This design comes from an exercise in tuning for small area, a short achievable clock period and few clock cycles on the open sky130 flow, not from production work. Where RTL was checked, it was by simulation tests only, not by an equivalence proof against the original.

## SW
module SW #(parameter WIDTH_SCORE = 8, parameter WIDTH_POS_REF = 7, parameter WIDTH_POS_QUERY = 6)
       (
           input           clk,
           input           reset,
           input           valid,
           input [1:0]     data_ref,
           input [1:0]     data_query,
           output          finish,
           output [WIDTH_SCORE - 1:0]   max,
           output [WIDTH_POS_REF - 1:0]   pos_ref,
           output [WIDTH_POS_QUERY - 1:0]   pos_query
       );
localparam NQ = 48;
localparam K  = 3;                  
localparam P  = NQ / K;             
localparam D0 = 49 - P;             
localparam DL = D0 + P - 1;         
localparam FIN = DL + 65;           
function integer hw;                
    input integer v;
    integer b;
    begin
        b = 0;
        while ((1 << b) <= v) b = b + 1;
        hw = b;
    end
endfunction
reg [6:0] cnt;                      
reg       run;
reg       fin;
wire      go = valid | run;
always @(posedge clk or posedge reset)
begin
    if (reset) begin
        cnt <= 7'd0;
        run <= 1'b0;
        fin <= 1'b0;
    end
    else begin
        run <= go;
        if (go && cnt != FIN)
            cnt <= cnt + 7'd1;
        fin <= (cnt == FIN - 1);
    end
end
assign finish = fin;
reg [2*D0-1:0] rline;               
always @(posedge clk)
begin
    rline <= {rline[2*D0-3:0], data_ref};
end
reg  [7*P-1:0]  Ar;                 
reg  [3*NQ-1:0] Dr;                 
reg  [NQ-1:0]   eIr;
reg  [2*NQ-1:0] Qr;
wire [3*NQ-1:0] DWw;                
  ...
Size in the first run: about 740 flip-flops, roughly 29 I/O pins.
Settings: LEC_CHECK=0, CAP_MARGIN=20, CORE_MARGIN=2, CORE_UTILIZATION=70, CTS_CLUSTER_DIAMETER=80, CTS_CLUSTER_SIZE=30, SLEW_MARGIN=20; clock period 33.0 ns.
standard.sh (not shown) runs the stock make flow with config.mk's settings and CLKGATE_MAP_FILE= SYNTH_SCRIPT=/design/flow/synth_recipe.tcl, a recipe that flattens the netlist after the stock synthesis.
==> flow/flow/run.sh <==
#!/bin/bash
set -euo pipefail
WORK=$(pwd)
rm -rf "$WORK/scripts_abc"
mkdir -p "$WORK/scripts_abc"
cp -r "$FLOW_HOME/scripts/." "$WORK/scripts_abc/"
cp "$WORK/flow/abc.script" "$WORK/scripts_abc/abc_speed.script"
bash "$WORK/standard.sh" SCRIPTS_DIR="$WORK/scripts_abc" ADDER_MAP_FILE= finish > "$WORK/flow_make.log" 2>&1
==> flow/flow/abc.script <==
strash
&get -n
&fraig -x
&put
scorr
dc2
strash
&get -n
&dch -f
&nf -R 20
&put
topo
stime -c
Testbench counts at the start, summed over its fixed seeds: cycles 22,072.
Rerun with:
- CORE_UTILIZATION: 70 -> 55
- CTS_CLUSTER_SIZE: 30 -> 24
Critical path depth does not change.
Routed wire length is higher by 4.0%.
Synthesized cell count is unchanged.
Cell count grows by 4.3%.
Worst hold slack gets better by 0.0078 ns.

* * *

## amber
The RTL this note starts from:
==> flow/design.v <==
module SW #(parameter WIDTH_SCORE = 8, parameter WIDTH_POS_REF = 7, parameter WIDTH_POS_QUERY = 6)
       (
           input           clk,
           input           reset,
           input           valid,
           input [1:0]     data_ref,
           input [1:0]     data_query,
           output          finish,
           output [WIDTH_SCORE - 1:0]   max,
           output [WIDTH_POS_REF - 1:0]   pos_ref,
           output [WIDTH_POS_QUERY - 1:0]   pos_query
       );
localparam NQ = 48;
localparam K  = 3;                  
localparam P  = NQ / K;             
localparam D0 = 49 - P;             
localparam DL = D0 + P - 1;         
localparam FIN = DL + 65;           
function integer hw;                
    input integer v;
    integer b;
    begin
        b = 0;
        while ((1 << b) <= v) b = b + 1;
        hw = b;
    end
endfunction
reg [6:0] cnt;                      
reg       run;
reg       fin;
wire      go = valid | run;
always @(posedge clk or posedge reset)
begin
    if (reset) begin
        cnt <= 7'd0;
        run <= 1'b0;
        fin <= 1'b0;
    end
    else begin
        run <= go;
        if (go && cnt != FIN)
            cnt <= cnt + 7'd1;
        fin <= (cnt == FIN - 1);
    end
end
assign finish = fin;
reg [2*D0-1:0] rline;               
always @(posedge clk)
begin
    rline <= {rline[2*D0-3:0], data_ref};
end
reg  [7*NQ-1:0] Hr;                 
reg  [NQ-1:0]   eIr;
reg  [2*NQ-1:0] Qr;
wire [3*NQ-1:0] DWw;                
reg  [7*P-1:0]  Hdiag;              
reg  [3*P-1:0]  DWr;                
reg  [2*P-1:0]  Rr;                 
wire [2*P-1:0]  Rin;                
reg  [7*P-1:0]  Mr;                 
reg  [6*P-1:0]  Jr;                 
reg  [6:0] best;
reg  [6:0] best_r;
reg  [5:0] best_q;
reg  [6:0] o_max;
reg  [6:0] o_r;
reg  [5:0] o_q;
genvar p, c;
generate
for (p = 0; p < P; p = p + 1) begin : pe
    wire clr = (cnt == D0 + p - 1);
    wire ld  = (cnt >= p*K) && (cnt <= p*K + K - 1);
    if (p == 0) begin : r0
        assign Rin[1:0] = rline[2*D0-1:2*D0-2];
    end
    else begin : rn
        assign Rin[2*p+:2] = Rr[2*(p-1)+:2];
    end
    always @(posedge clk) begin
        Rr[2*p+:2] <= Rin[2*p+:2];
        DWr[3*p+:3] <= DWw[3*(p*K+K-1)+:3];
    end
    if (p > 0) begin : hd
        always @(posedge clk)
            Hdiag[7*p+:7] <= Hr[7*(p*K-1)+:7];
    end
    for (c = 0; c < K; c = c + 1) begin : col
        localparam j = p*K + c;
        localparam W = hw(2*(j+1));
        wire [6:0] hup = Hr[7*j+:7];
        wire [6:0] diag;
        wire [2:0] dw;
        if (c == 0) begin : c0
            if (p == 0) begin : p0
                assign diag = 7'd0;
                assign dw   = 3'd2;
            end
            else begin : pn
                assign diag = Hdiag[7*p+:7];
                assign dw   = DWr[3*(p-1)+:3];
            end
        end
        else begin : cn
            assign diag = Hr[7*(j-1)+:7];
            assign dw   = DWw[3*(j-1)+:3];
        end
        wire [2:0] u   = hup[2:0] - diag[2:0] + 3'd2;
        wire [2:0] iu  = u + eIr[j];
        wire       z   = (diag == 7'd0);
        wire       mt  = (Rin[2*p+:2] == Qr[2*j+:2]);
        wire [2:0] e;
        assign e[2] = mt | iu[2] | z;
        assign e[1] = mt | (iu[2] ? iu[1] : ~z);
        assign e[0] = mt ? (&iu) : (iu[2] ? iu[0] : ~z);
        wire [2:0] ea  = mt     ? ((&iu) ? 3'd1 : 3'd6 - u) :
                         iu[2]  ? {2'b00, eIr[j]} :
                         z      ? 3'd4 - u : 3'd3 - u;
        wire [2:0] eb  = 3'd1 - u;               
        wire [6:0] he  = diag + {{5{~e[2]}}, e[1:0]};     
        wire [6:0] hd  = diag + {{5{~dw[2]}}, dw[1:0]};   
        wire       ge  = (dw >= e);
        wire [2:0] r4  = ge ? dw : e;            
        wire [6:0] h   = ge ? hd : he;
        assign DWw[3*j+:3] = ge ? dw + eb : ea;
        always @(posedge clk) begin
            Hr[7*j+:7] <= clr ? 7'd0 : {{(7-W){1'b0}}, h[W-1:0]};
            eIr[j]     <= clr ? 1'b0 : (iu == r4);
            if (ld)
                Qr[2*j+:2] <= (c == K-1) ? data_query : Qr[2*(j+1)+:2];
        end
    end
    wire [7*(K+1)-1:0] mv;
    wire [6*(K+1)-1:0] jv;
    if (p == 0) begin : m0
        assign mv[6:0] = 7'd0;
        assign jv[5:0] = 6'd0;
    end
    else begin : mn
        assign mv[6:0] = Mr[7*(p-1)+:7];
        assign jv[5:0] = Jr[6*(p-1)+:6];
    end
    for (c = 0; c < K; c = c + 1) begin : mc
        wire [6:0] hc = Hr[7*(p*K+c)+:7];
        wire       gt = (hc > mv[7*c+:7]);
        assign mv[7*(c+1)+:7] = gt ? hc : mv[7*c+:7];
        assign jv[6*(c+1)+:6] = gt ? (p*K + c + 1) : jv[6*c+:6];
    end
    if (p < P-1) begin : mreg
        localparam WM = hw(2*(p*K+K));
        always @(posedge clk) begin
            Mr[7*p+:7] <= {{(7-WM){1'b0}}, mv[7*K+:WM]};
            Jr[6*p+:6] <= jv[6*K+:6];
        end
    end
    else begin : mlast
        wire       en  = (cnt >= DL + 1) && (cnt <= DL + 64);
        wire       upd = en && (mv[7*K+:7] > best);
        wire [6:0] nb  = upd ? mv[7*K+:7] : best;
        wire [5:0] nq  = upd ? jv[6*K+:6] : best_q;
        wire [6:0] nr  = upd ? cnt - DL   : best_r;
        always @(posedge clk or posedge reset) begin
            if (reset) begin
                best   <= 7'd0;
                best_r <= 7'd0;
                best_q <= 6'd0;
            end
            else begin
                best   <= nb;
                best_q <= nq;
                best_r <= nr;
            end
        end
        always @(posedge clk) begin
            o_max <= nb;
            o_q   <= nq;
            o_r   <= nr;
        end
    end
end
endgenerate
assign max       = {1'b0, o_max};
assign pos_ref   = o_r;
assign pos_query = o_q;
endmodule
==> flow/config.mk <==
export PLATFORM = sky130hd
export DESIGN_NAME = SW
export DESIGN_NICKNAME = SW
export VERILOG_FILES = /design/flow/design.v
export SDC_FILE = /design/flow/constraint.sdc
export NUM_CORES = 4
export LEC_CHECK = 0
export CAP_MARGIN = 20
export CORE_MARGIN = 2
export CORE_UTILIZATION = 40
export CTS_CLUSTER_DIAMETER = 80
export CTS_CLUSTER_SIZE = 24
export SLEW_MARGIN = 20
==> flow/constraint.sdc <==
create_clock -name core_clock -period 33.0 [get_ports {clk}]
set_input_delay 6.6000 -clock core_clock [delete_from_list [all_inputs] [get_ports {clk}]]
set_output_delay 6.6000 -clock core_clock [all_outputs]
set_load 0.01 [all_outputs]
==> flow/flow/abc.script <==
strash
&get -n
&fraig -x
&put
scorr
dc2
strash
&get -n
&dch -f
&nf
&put
topo
stime -c
Scripts as last shown in full above: flow/flow/run.sh
Testbench counts of amber, summed over its fixed seeds: cycles 22,072.
What nickel does differently from amber at the input level:
- a change of CORE_UTILIZATION from 40 to 60
==> flow/flow/abc.script <==
strash
&get -n
&fraig -x
&put
scorr
dc2
strash
&get -n
&dch -f
&nf -R 100
&put
topo
stime -c
--- outcome ---
- Diff amber and nickel: insertion delay to the later sink of the worst-skew pair lower in nickel
- amber reports its path type of the worst setup path as reg -> out while nickel reports reg -> reg.
- Measured against nickel, the count of inverters other than clock inverters in the layout of amber comes out at 1.12 times the reference value.

* * *

## run A
// SW: RTL as listed in full above, without the edits since
export LEC_CHECK = 0
export CAP_MARGIN = 20
export CORE_MARGIN = 2
export CORE_UTILIZATION = 40
export CTS_CLUSTER_DIAMETER = 80
export CTS_CLUSTER_SIZE = 24
export SLEW_MARGIN = 20
create_clock -name core_clock -period 33.0 [get_ports {clk}]
==> flow/flow/abc.script <==
strash
&get -n
&fraig -x
&put
scorr
dc2
strash
&get -n
&dch -f
&nf -R 20
&put
topo
stime -c
Scripts as last shown in full above: flow/flow/run.sh
Testbench counts of run A, summed over its fixed seeds: cycles 22,072.
Setup changes, run A to run B
- CTS_CLUSTER_SIZE now 30, was 24
- CTS_CLUSTER_DIAMETER now 100, was 80
==> flow/flow/abc.script <==
strash
&get -n
&fraig -x
&put
scorr
dc2
strash
&get -n
&dch -f
&nf -R 100
&put
topo
stime -c
### Flow results
Overall routed net length (lower): run B
Run B ended up with a lower count of inverters not on the clock network in the layout than run A did.
Going from run A to run B, the number of global-route vias before repair was found to have gone down by 502.

* * *

Setup of v3:
RTL: one of the versions met above, not the one the previous note started from.
Size: about 29 I/O pins, roughly 52,000 um^2 of cells after synthesis.
clock: 33.0 ns
lec_check: 0
cap_margin: 20
core_margin: 2
core_utilization: 40
cts_buf_list: sky130_fd_sc_hd__clkbuf_8
cts_cluster_diameter: 60
cts_cluster_size: 16
slew_margin: 20
==> flow/flow/abc.script <==
strash
&get -n
&fraig -x
&put
scorr
dc2
strash
&get -n
&dch -f
&nf -R 20
&put
topo
stime -c
Scripts as last shown in full above: flow/flow/run.sh
v3 ended with every stage complete and zero timing, DRC or antenna violations.
Testbench counts of v3, summed over its fixed seeds: cycles 22,072.
--- input diff v3..v6 ---
diff --git a/flow/config.mk b/flow/config.mk
--- a/flow/config.mk
+++ b/flow/config.mk
@@ -10,4 +10,3 @@
-export CORE_UTILIZATION = 40
-export CTS_BUF_LIST = sky130_fd_sc_hd__clkbuf_8
-export CTS_CLUSTER_DIAMETER = 60
-export CTS_CLUSTER_SIZE = 16
+export CORE_UTILIZATION = 70
+export CTS_CLUSTER_DIAMETER = 80
+export CTS_CLUSTER_SIZE = 24
In v6 relative to v3, met3 wire length had gone up by more than 10%.
In the metrics for v6 and v3, the one carrying the higher maximum operating frequency is v6.
Summary of v6 over v3: final clock period utilization by the worst path fell by 0.49 points, hold slack stayed essentially flat, core outline area fell by 43%.
Input changes introduced in v33 (baseline for comparison: v6):
diff --git a/flow/config.mk b/flow/config.mk
--- a/flow/config.mk
+++ b/flow/config.mk
@@ -10 +10 @@
-export CORE_UTILIZATION = 70
+export CORE_UTILIZATION = 80
Results
- v33 vs. v6: number of unique standard cell types used by synthesis ~0 delta; total of clock buffers placed in the layout -about 6%; met3 wirelength from detailed routing +48%; cell count -107.
- v33 completed end to end with timing, DRC and antenna clean.
- The cell area in v33 sits 0.49% below the value recorded for v6.
- Comparing v6 and v33, the lower placement-stage cell area was measured on v33.
- Sort v6 and v33 by die area, ascending, and v33 comes first.
## Diff of input files: v22 against v33
diff --git a/flow/config.mk b/flow/config.mk
--- a/flow/config.mk
+++ b/flow/config.mk
@@ -10 +10 @@
-export CORE_UTILIZATION = 80
+export CORE_UTILIZATION = 40
Results
- No stage failed in v22, and the final checks on the layout all came back clean.
- Comparing v33 against v22, there is no change at all in sequential cell count.
- Sum of net half-perimeters after detailed placement: v33 vs v22 — no meaningful difference
- Reported for v33 and v22, area after synthesis turned out identical to the last digit.
- On clock net sink count, v33 and v22 are neck and neck.
- Run comparison: v22 capture point of the worst path max[5]; v33 capture point of the worst path Dr[71]
- Compared to v33, the router laid down less metal wire for v22.
- Routability congestion estimate from global placement: higher on v33

* * *

Setup of old:
Another version of the RTL of SW (not shown whole).
For scale: ~6400 cells after synthesis, ~740 flip-flops, roughly 29 I/O pins.
Settings: LEC_CHECK=0, CAP_MARGIN=20, CORE_MARGIN=2, CORE_UTILIZATION=70, CTS_CLUSTER_DIAMETER=80, CTS_CLUSTER_SIZE=24, SLEW_MARGIN=20; clock period 33.0 ns.
Scripts as last shown in full above: flow/flow/run.sh, flow/flow/abc.script
old completed end to end with timing, DRC and antenna clean.
## Diff of input files: new against old
- CORE_UTILIZATION: 70 -> 55
[summary]
pos_ref[3] as the end of the critical path was reported by new, and finish by old.
Compare old and new | initial detailed-routing violation count higher: old
Side by side, first-pass GRT wire length turned out higher in new than in old.
Compared with old, in new hold slack now sits at about the same level, initial antenna violation count +1.
No run of this note included a check of the RTL's function; only the layout flow was run.

* * *

== oak ==
SW, a different RTL version from the one above (not shown whole).
Size in the first run: about 1000 flip-flops.
clock: 33.0 ns
lec_check: 0
cap_margin: 20
core_margin: 2
core_utilization: 40
slew_margin: 20
run.sh (not shown) runs the stock make flow with config.mk's settings and CLKGATE_MAP_FILE= SYNTH_SCRIPT=/design/flow/synth_recipe.tcl, a recipe that flattens the netlist after the stock synthesis.
Stock flow here: none of the scripts above is used.
Testbench counts of oak, summed over its fixed seeds: cycles 22,264.
Setup changes, oak to pine
==> flow/flow/run.sh (new file) <==
#!/bin/bash
set -euo pipefail
WORK=$(pwd)
rm -rf "$WORK/scripts_abc"
mkdir -p "$WORK/scripts_abc"
cp -r "$FLOW_HOME/scripts/." "$WORK/scripts_abc/"
cp "$WORK/flow/abc.script" "$WORK/scripts_abc/abc_speed.script"
bash "$WORK/standard.sh" SCRIPTS_DIR="$WORK/scripts_abc" ADDER_MAP_FILE= finish > "$WORK/flow_make.log" 2>&1
==> flow/flow/abc.script (new file) <==
strash
&get -n
&fraig -x
&put
scorr
dc2
strash
&get -n
&dch -f
&nf
&put
topo
stime -c
==> flow/standard.sh (new file) <==
#!/bin/bash
# synth_recipe.tcl (not shown) runs the flow's synth.tcl, then flattens the netlist and writes it again
# the make line also repeats each setting of config.mk as NAME=value (left out here)
make -C /OpenROAD-flow-scripts/flow DESIGN_CONFIG=/design/flow/config.mk WORK_HOME=/design/flow/orfs CLKGATE_MAP_FILE= SYNTH_SCRIPT=/design/flow/synth_recipe.tcl "${@:-finish}"
removed: flow/run.sh
==> comparison <==
- Compared with oak, pine shows a lower fill cell total of the finished layout.
- For the final period utilization, pine came in 0.59 points higher than oak did.
- Higher last weighted congestion value of the routability-driven placer goes to pine over oak.
- Re number of enable-type register cells in the synthesized netlist: no difference whatsoever between pine and oak.

afterwards: timing with drivers on the ports:
How much do the figures lean on ideal ports? The routed layouts below were timed once more, with nothing changed but the port constraints.
Step 1 (the two cells are an assumption about what drives the block):
set clk [get_ports {clk}]
set_driving_cell -lib_cell sky130_fd_sc_hd__clkbuf_16 $clk
set_driving_cell -lib_cell sky130_fd_sc_hd__buf_2 [delete_from_list [all_inputs] $clk]
Step 2, shift: input delay + t, output delay - t, t = (earliest + latest rising clock arrival at the registers) / 2. This alone moves slack from input paths to output paths.
Slacks: ideal / step 1 / step 2; pairs: ideal / step 1.
run | t, ns | setup slack, ns | worst setup path at the end | latest minus earliest clock arrival (ns)
the first run of note 1 | 0.692 | 24.901 / 24.834 / 24.851 | input to register | 0.032 / 0.032
the second run of note 1 | 0.728 | 24.901 / 24.831 / 24.818 | input to register | 0.037 / 0.037
amber | 0.744 | 24.831 / 24.754 / 24.771 | input to register | 0.055 / 0.055
nickel | 0.703 | 24.754 / 24.754 / 24.754 | register to register | 0.053 / 0.053
run A | 0.768 | 24.803 / 24.730 / 24.780 | input to register | 0.061 / 0.060
run B | 0.728 | 24.739 / 24.739 / 24.657 | input to register | 0.060 / 0.061
v3 | 0.869 | 24.739 / 24.670 / 24.923 | input to register | 0.089 / 0.089
v6 | 0.687 | 24.899 / 24.830 / 24.866 | input to register | 0.040 / 0.040
v33 | 0.700 | 24.857 / 24.835 / 24.783 | input to register | 0.040 / 0.040
v22 | 0.754 | 24.828 / 24.757 / 24.948 | input to register | 0.082 / 0.082
old | 0.687 | 24.847 / 24.781 / 24.668 | input to register | 0.029 / 0.030
new | 0.712 | 24.884 / 24.810 / 24.748 | input to register | 0.026 / 0.027
oak | 0.799 | 24.744 / 24.666 / 24.800 | input to register | 0.090 / 0.090
pine | 0.794 | 24.550 / 24.473 / 24.922 | input to register | 0.083 / 0.083
After both steps every run listed still meets setup and hold. The setup slack of old, which loses most, moves by -0.066 ns with the drivers and by -0.179 ns with both steps.
